Source: an optimization exercise on an open RTL-to-GDS flow (aim: small area and a short achievable clock period). Production flows keep margins and buffers that such runs may drop.
RTL that was checked went through simulation tests only; none was proved equivalent to the original.

==> inputs of v39 <==
==> flow/design.v (excerpt) <==
module nn #(parameter SIZE = 32) (
    input [SIZE-1:0] input_1,
    input [SIZE-1:0] input_2,
    input clk,
    input resetn,
    input enable,
    output [SIZE-1:0] final_output,
    output reg total_ovf,
    output reg total_zero,
    output [2:0] ovf_fsm_stage,
    output [2:0] zero_fsm_stage
);
export LEC_CHECK = 0
export CAP_MARGIN = 20
export CORE_MARGIN = 2
export CORE_UTILIZATION = 40
export SLEW_MARGIN = 20
create_clock -name core_clock -period 21.0 [get_ports {clk}]
standard.sh (not shown) runs the stock make flow with config.mk's settings and CLKGATE_MAP_FILE= SYNTH_SCRIPT=/design/flow/synth_recipe.tcl, a recipe that flattens the netlist after the stock synthesis.
==> flow/flow/run.sh <==
#!/bin/bash
# Standard ORFS layout (the standard.sh), with two changes to how it is made:
#  - port buffers are sky130_fd_sc_hd__buf_2 instead of the resizer's default pick
#    (a slow delay buffer), so the input and output paths are not padded;
#  - timing repair aims at a setup margin below the clock period, so paths are
#    repaired toward the period the design can reach rather than only to 21 ns.
# Synthesis is the standard one, unchanged. Each tool's log stays under orfs/logs.
set -euo pipefail
bash standard.sh synth > make_synth.log 2>&1
export BUFFER_PORTS_ARGS="-buffer_cell sky130_fd_sc_hd__buf_2"
export SETUP_SLACK_MARGIN=15.5
bash standard.sh > make_layout.log 2>&1
==> v8: changes against v39 <==
Settings changed: SYNTH_HIERARCHICAL set to 1.
==> summary of the runs <==
- Register-to-register slack: v39 is worse than v8 (0.40 ns).
- Of v8 and v39, v39 has the higher die area (gap 3.2%, measured against v39).
- In v39 the synthesized cell count is larger than in v8, by about 13%.
- Between v8 and v39, the lower synthesized area is in v8 (gap 3.3%, measured against v39).
No run of this note included a check of the RTL's function; only the layout flow was run.

==> inputs of run a <==
Another version of the RTL of nn (not shown whole).
==> flow/config.mk <==
export PLATFORM = sky130hd
export DESIGN_NAME = nn
export DESIGN_NICKNAME = nn
export VERILOG_FILES = /design/flow/design.v
export SDC_FILE = /design/flow/constraint.sdc
export NUM_CORES = 4
export LEC_CHECK = 0
export CAP_MARGIN = 20
export CORE_MARGIN = 2
export CORE_UTILIZATION = 60
export CTS_BUF_LIST = sky130_fd_sc_hd__clkbuf_8
export CTS_CLUSTER_DIAMETER = 100
export CTS_CLUSTER_SIZE = 40
export SLEW_MARGIN = 20
export SYNTH_HIERARCHICAL = 1
==> flow/constraint.sdc <==
create_clock -name core_clock -period 21.0 [get_ports {clk}]
set_input_delay 4.2000 -clock core_clock [delete_from_list [all_inputs] [get_ports {clk}]]
set_output_delay 4.2000 -clock core_clock [all_outputs]
set_load 0.01 [all_outputs]
==> flow/flow/run.sh <==
#!/bin/bash
# Standard ORFS layout (the standard.sh) at the design's clock period and
# constraints, with changes to how it is made only:
#  - port buffers: every input gets a sky130_fd_sc_hd__buf_1 and every output a
#    sky130_fd_sc_hd__buf_2 (flow/ports.tcl, run before global placement in
#    place of ORFS's own buffer_ports call, whose default pick is a slow delay buffer);
#  - timing repair aims at a setup margin of 15.75 ns, so paths are repaired toward
#    the period the design can reach rather than only to 21 ns;
#  - clock tree: clkbuf_8 buffers (root and leaves) and no dummy balancing loads.
# Synthesis is the standard one, unchanged (bash standard.sh synth). Each tool's
# log stays under orfs/logs; make's own output goes to make_*.log here.
set -euo pipefail
here=$(pwd)
bash standard.sh synth > make_synth.log 2>&1
export DONT_BUFFER_PORTS=1
export PRE_GLOBAL_PLACE_TCL=$here/flow/ports.tcl
export SETUP_SLACK_MARGIN=15.7
export CTS_ARGS="-sink_clustering_enable -repair_clock_nets -sink_clustering_size 40 -sink_clustering_max_diameter 100 -buf_list sky130_fd_sc_hd__clkbuf_8 -root_buf sky130_fd_sc_hd__clkbuf_8 -dont_use_dummy_load"
bash standard.sh > make_layout.log 2>&1
==> flow/flow/ports.tcl <==
# Port buffers (sourced before global placement, in place of ORFS's own
# buffer_ports call): every input and output port still gets a buffer.
buffer_ports -inputs -buffer_cell sky130_fd_sc_hd__buf_1
buffer_ports -outputs -buffer_cell sky130_fd_sc_hd__buf_2
==> run b: changes against run a <==
==> flow/flow/run.sh (replaced) <==
#!/bin/bash
# Standard ORFS layout (the standard.sh), with two changes to how it is made:
#  - port buffers are sky130_fd_sc_hd__buf_2 instead of the resizer's default pick
#    (a slow delay buffer), so the input and output paths are not padded;
#  - timing repair aims at a setup margin below the clock period, so paths are
#    repaired toward the period the design can reach rather than only to 21 ns.
# Synthesis is the standard one, unchanged. Each tool's log stays under orfs/logs.
set -euo pipefail
bash standard.sh synth > make_synth.log 2>&1
export BUFFER_PORTS_ARGS="-buffer_cell sky130_fd_sc_hd__buf_2"
export SETUP_SLACK_MARGIN=15.75
bash standard.sh > make_layout.log 2>&1
--- a/flow/config.mk
+++ b/flow/config.mk
@@ -9,7 +9,4 @@
 export CORE_MARGIN = 2
 export CORE_UTILIZATION = 60
-export CTS_BUF_LIST = sky130_fd_sc_hd__clkbuf_8
-export CTS_CLUSTER_DIAMETER = 100
-export CTS_CLUSTER_SIZE = 40
 export SLEW_MARGIN = 20
 export SYNTH_HIERARCHICAL = 1
removed: flow/flow/ports.tcl
==> notes <==
- Non-clock buffer count: run b is higher than run a (103).
- Of run a and run b, run b has the higher utilization (gap 5.4 points).
- Cell count: run a is smaller than run b (about 9%).
- In sequential cell count, run b and run a do not differ.
- Between run b and run a, the lower first-iteration DRC count is in run a (gap 44%, measured against run a).
- In die area, run a and run b do not differ.
- In synthesized cell count, run b and run a do not differ.
- Of run b and run a, run b has the higher worst setup slack (gap 99 ps).
- In clock-buffer cell count, run a and run b do not differ.
- Synthesized area is the same in run a and run b.
==> figures <==
|  | run a | run b |
|---|---|---|
| Outcome | complete, no violations | complete, no violations |
| All-Layer GR Usage | 0.292 | 0.298 |
| Highest Clock Rate | 0.188 GHz | 0.191 GHz |
| Multi-input combinational area share | 0.586 | 0.546 |
| Data required, critical path | 21320 ps | 21330 ps |
| Number of detailed-route iterations in the first pass | 5 | 6 |
| Cell at the root of the clock tree | clkbuf_8 | clkbuf_16 |
| Total Routed Length | 24100 um | 24600 um |
| Tightest Pin Transition | 826 ps | 857 ps |
| Highest net fanout along the worst path | 4 | 5 |
| Setup slack after placement | 14820 ps | 14730 ps |
| Area of the multi-input gates | 6370 sq um | 6420 sq um |
| Final cell utilization of the core | 0.663 | 0.717 |
| WL met3 | 1700 um | 1690 um |
| Non-clock buffer contribution to total cell area | 0.0252 | 0.0688 |
| Number of antenna violations at the first check in global routing | 1 | 0 |
| CP Capture Point | ok30r | zstg_n[0] |

==> inputs of wip/juniper <==
Starting RTL as in the previous note.
==> flow/config.mk <==
export PLATFORM = sky130hd
export DESIGN_NAME = nn
export DESIGN_NICKNAME = nn
export VERILOG_FILES = /design/flow/design.v
export SDC_FILE = /design/flow/constraint.sdc
export NUM_CORES = 4
export LEC_CHECK = 0
export CAP_MARGIN = 20
export CORE_MARGIN = 2
export CORE_UTILIZATION = 60
export CTS_BUF_LIST = sky130_fd_sc_hd__clkbuf_8
export CTS_CLUSTER_DIAMETER = 100
export CTS_CLUSTER_SIZE = 40
export SLEW_MARGIN = 20
export SYNTH_HIERARCHICAL = 1
==> flow/constraint.sdc <==
create_clock -name core_clock -period 21.0 [get_ports {clk}]
set_input_delay 4.2000 -clock core_clock [delete_from_list [all_inputs] [get_ports {clk}]]
set_output_delay 4.2000 -clock core_clock [all_outputs]
set_load 0.01 [all_outputs]
==> flow/flow/run.sh <==
#!/bin/bash
# Standard ORFS layout (the standard.sh) at the design's clock period and
# constraints, with changes to how it is made only:
#  - port buffers: every input gets a sky130_fd_sc_hd__buf_1 and every output a
#    sky130_fd_sc_hd__buf_2 (flow/ports.tcl, run before global placement in
#    place of ORFS's own buffer_ports call, whose default pick is a slow delay buffer);
#  - timing repair aims at a setup margin of 15.75 ns, so paths are repaired toward
#    the period the design can reach rather than only to 21 ns;
#  - clock tree: clkbuf_8 buffers (root and leaves) and no dummy balancing loads.
# Synthesis is the standard one, unchanged (bash standard.sh synth). Each tool's
# log stays under orfs/logs; make's own output goes to make_*.log here.
set -euo pipefail
here=$(pwd)
bash standard.sh synth > make_synth.log 2>&1
export DONT_BUFFER_PORTS=1
export PRE_GLOBAL_PLACE_TCL=$here/flow/ports.tcl
export SETUP_SLACK_MARGIN=15.8
export CTS_ARGS="-sink_clustering_enable -repair_clock_nets -sink_clustering_size 40 -sink_clustering_max_diameter 100 -buf_list sky130_fd_sc_hd__clkbuf_8 -root_buf sky130_fd_sc_hd__clkbuf_8 -dont_use_dummy_load"
bash standard.sh > make_layout.log 2>&1
==> flow/flow/ports.tcl <==
# Port buffers (sourced before global placement, in place of ORFS's own
# buffer_ports call): every input and output port still gets a buffer.
buffer_ports -inputs -buffer_cell sky130_fd_sc_hd__buf_1
buffer_ports -outputs -buffer_cell sky130_fd_sc_hd__buf_2
==> wip/willow: changes against wip/juniper <==
--- a/flow/flow/run.sh
+++ b/flow/flow/run.sh
@@ -15,5 +15,5 @@
 export DONT_BUFFER_PORTS=1
 export PRE_GLOBAL_PLACE_TCL=$here/flow/ports.tcl
-export SETUP_SLACK_MARGIN=15.8
+export SETUP_SLACK_MARGIN=15.75
 export CTS_ARGS="-sink_clustering_enable -repair_clock_nets -sink_clustering_size 40 -sink_clustering_max_diameter 100 -buf_list sky130_fd_sc_hd__clkbuf_8 -root_buf sky130_fd_sc_hd__clkbuf_8 -dont_use_dummy_load"
 bash standard.sh > make_layout.log 2>&1
==> run summary <==
Status: wip/willow finished clean; wip/juniper finished clean
Resized cells post-CTS: wip/willow 13; wip/juniper 21
Placed inst area: wip/willow 10,200 sq um; wip/juniper 10,200 sq um
Final-layout fill cell count: wip/willow 1,245; wip/juniper 1,261
GR met2 Demand/Resource: wip/willow 42.4%; wip/juniper 44.4%
Design area: wip/willow 10,900 sq um; wip/juniper 11,000 sq um
First-pass GRT wire length: wip/willow 38.3 mm; wip/juniper 39.1 mm
Total wire length after detailed routing: wip/willow 23.8 mm; wip/juniper 24.0 mm
Area delta synth->final: wip/willow 9.62%; wip/juniper 10.3%
Number of global-route vias before repair: wip/willow 7,410; wip/juniper 7,470
Setup slack, reg-to-reg: wip/willow 15,820 ps; wip/juniper 15,800 ps
Cell with the biggest individual delay on the critical path: wip/willow fa_2; wip/juniper fa_1
Utilization after layout: wip/willow 66.4%; wip/juniper 66.8%
Launching element of the worst setup path: wip/willow Y[9]$_DFFE_PP_; wip/juniper Y[12]$_DFFE_PP_
Arr. time, crit path: wip/willow 5480 ps; wip/juniper 5500 ps
Layout buffering overhead excluding clock cells: wip/willow 2.48%; wip/juniper 2.81%
Max frequency: wip/willow 193 MHz; wip/juniper 192 MHz
Layout net count: wip/willow 1,191; wip/juniper 1,197
All-Layer GR Usage: wip/willow 28.1%; wip/juniper 28.9%
Tightest slew margin relative to the limit: wip/willow 43.8%; wip/juniper 43.6%
Clock network latency to the later pin of the worst-skew pair: wip/willow 440 ps; wip/juniper 450 ps

separate check: timing with driven ports:
In the flow no input, the clock included, has a driving cell. The finished layouts below were timed again as built, in two steps.
Step 1: set_driving_cell puts a clkbuf_16 on clk and a buf_2 on each other input, an assumption about the parent block.
Step 2 adds t to the input delays and takes it off the output delays; t is the mean of the earliest and latest rising clock arrival at the registers after step 1. Input paths then give back, and output paths get back, about the clock's delay inside the block.
Slacks: ideal ports / drivers / drivers and shift; pairs: ideal ports / drivers.
| run | t (ns) | setup WS [ns] | clock arrival spread, ns |
|---|---|---|---|
| v39 | 0.399 | 14.825 / 14.825 / 14.825 | 0.015 / 0.015 |
| v8 | 0.405 | 15.224 / 15.224 / 15.165 | 0.008 / 0.008 |
| run a | 0.458 | 15.676 / 15.676 / 15.304 | 0.033 / 0.033 |
| run b | 0.464 | 15.775 / 15.747 / 15.323 | 0.017 / 0.017 |
| wip/juniper | 0.472 | 15.800 / 15.790 / 15.318 | 0.032 / 0.032 |
| wip/willow | 0.465 | 15.821 / 15.789 / 15.384 | 0.035 / 0.036 |
After both steps every run listed still meets setup and hold. The setup slack of wip/juniper, which loses most, moves by -0.010 ns with the drivers and by -0.482 ns with both steps.
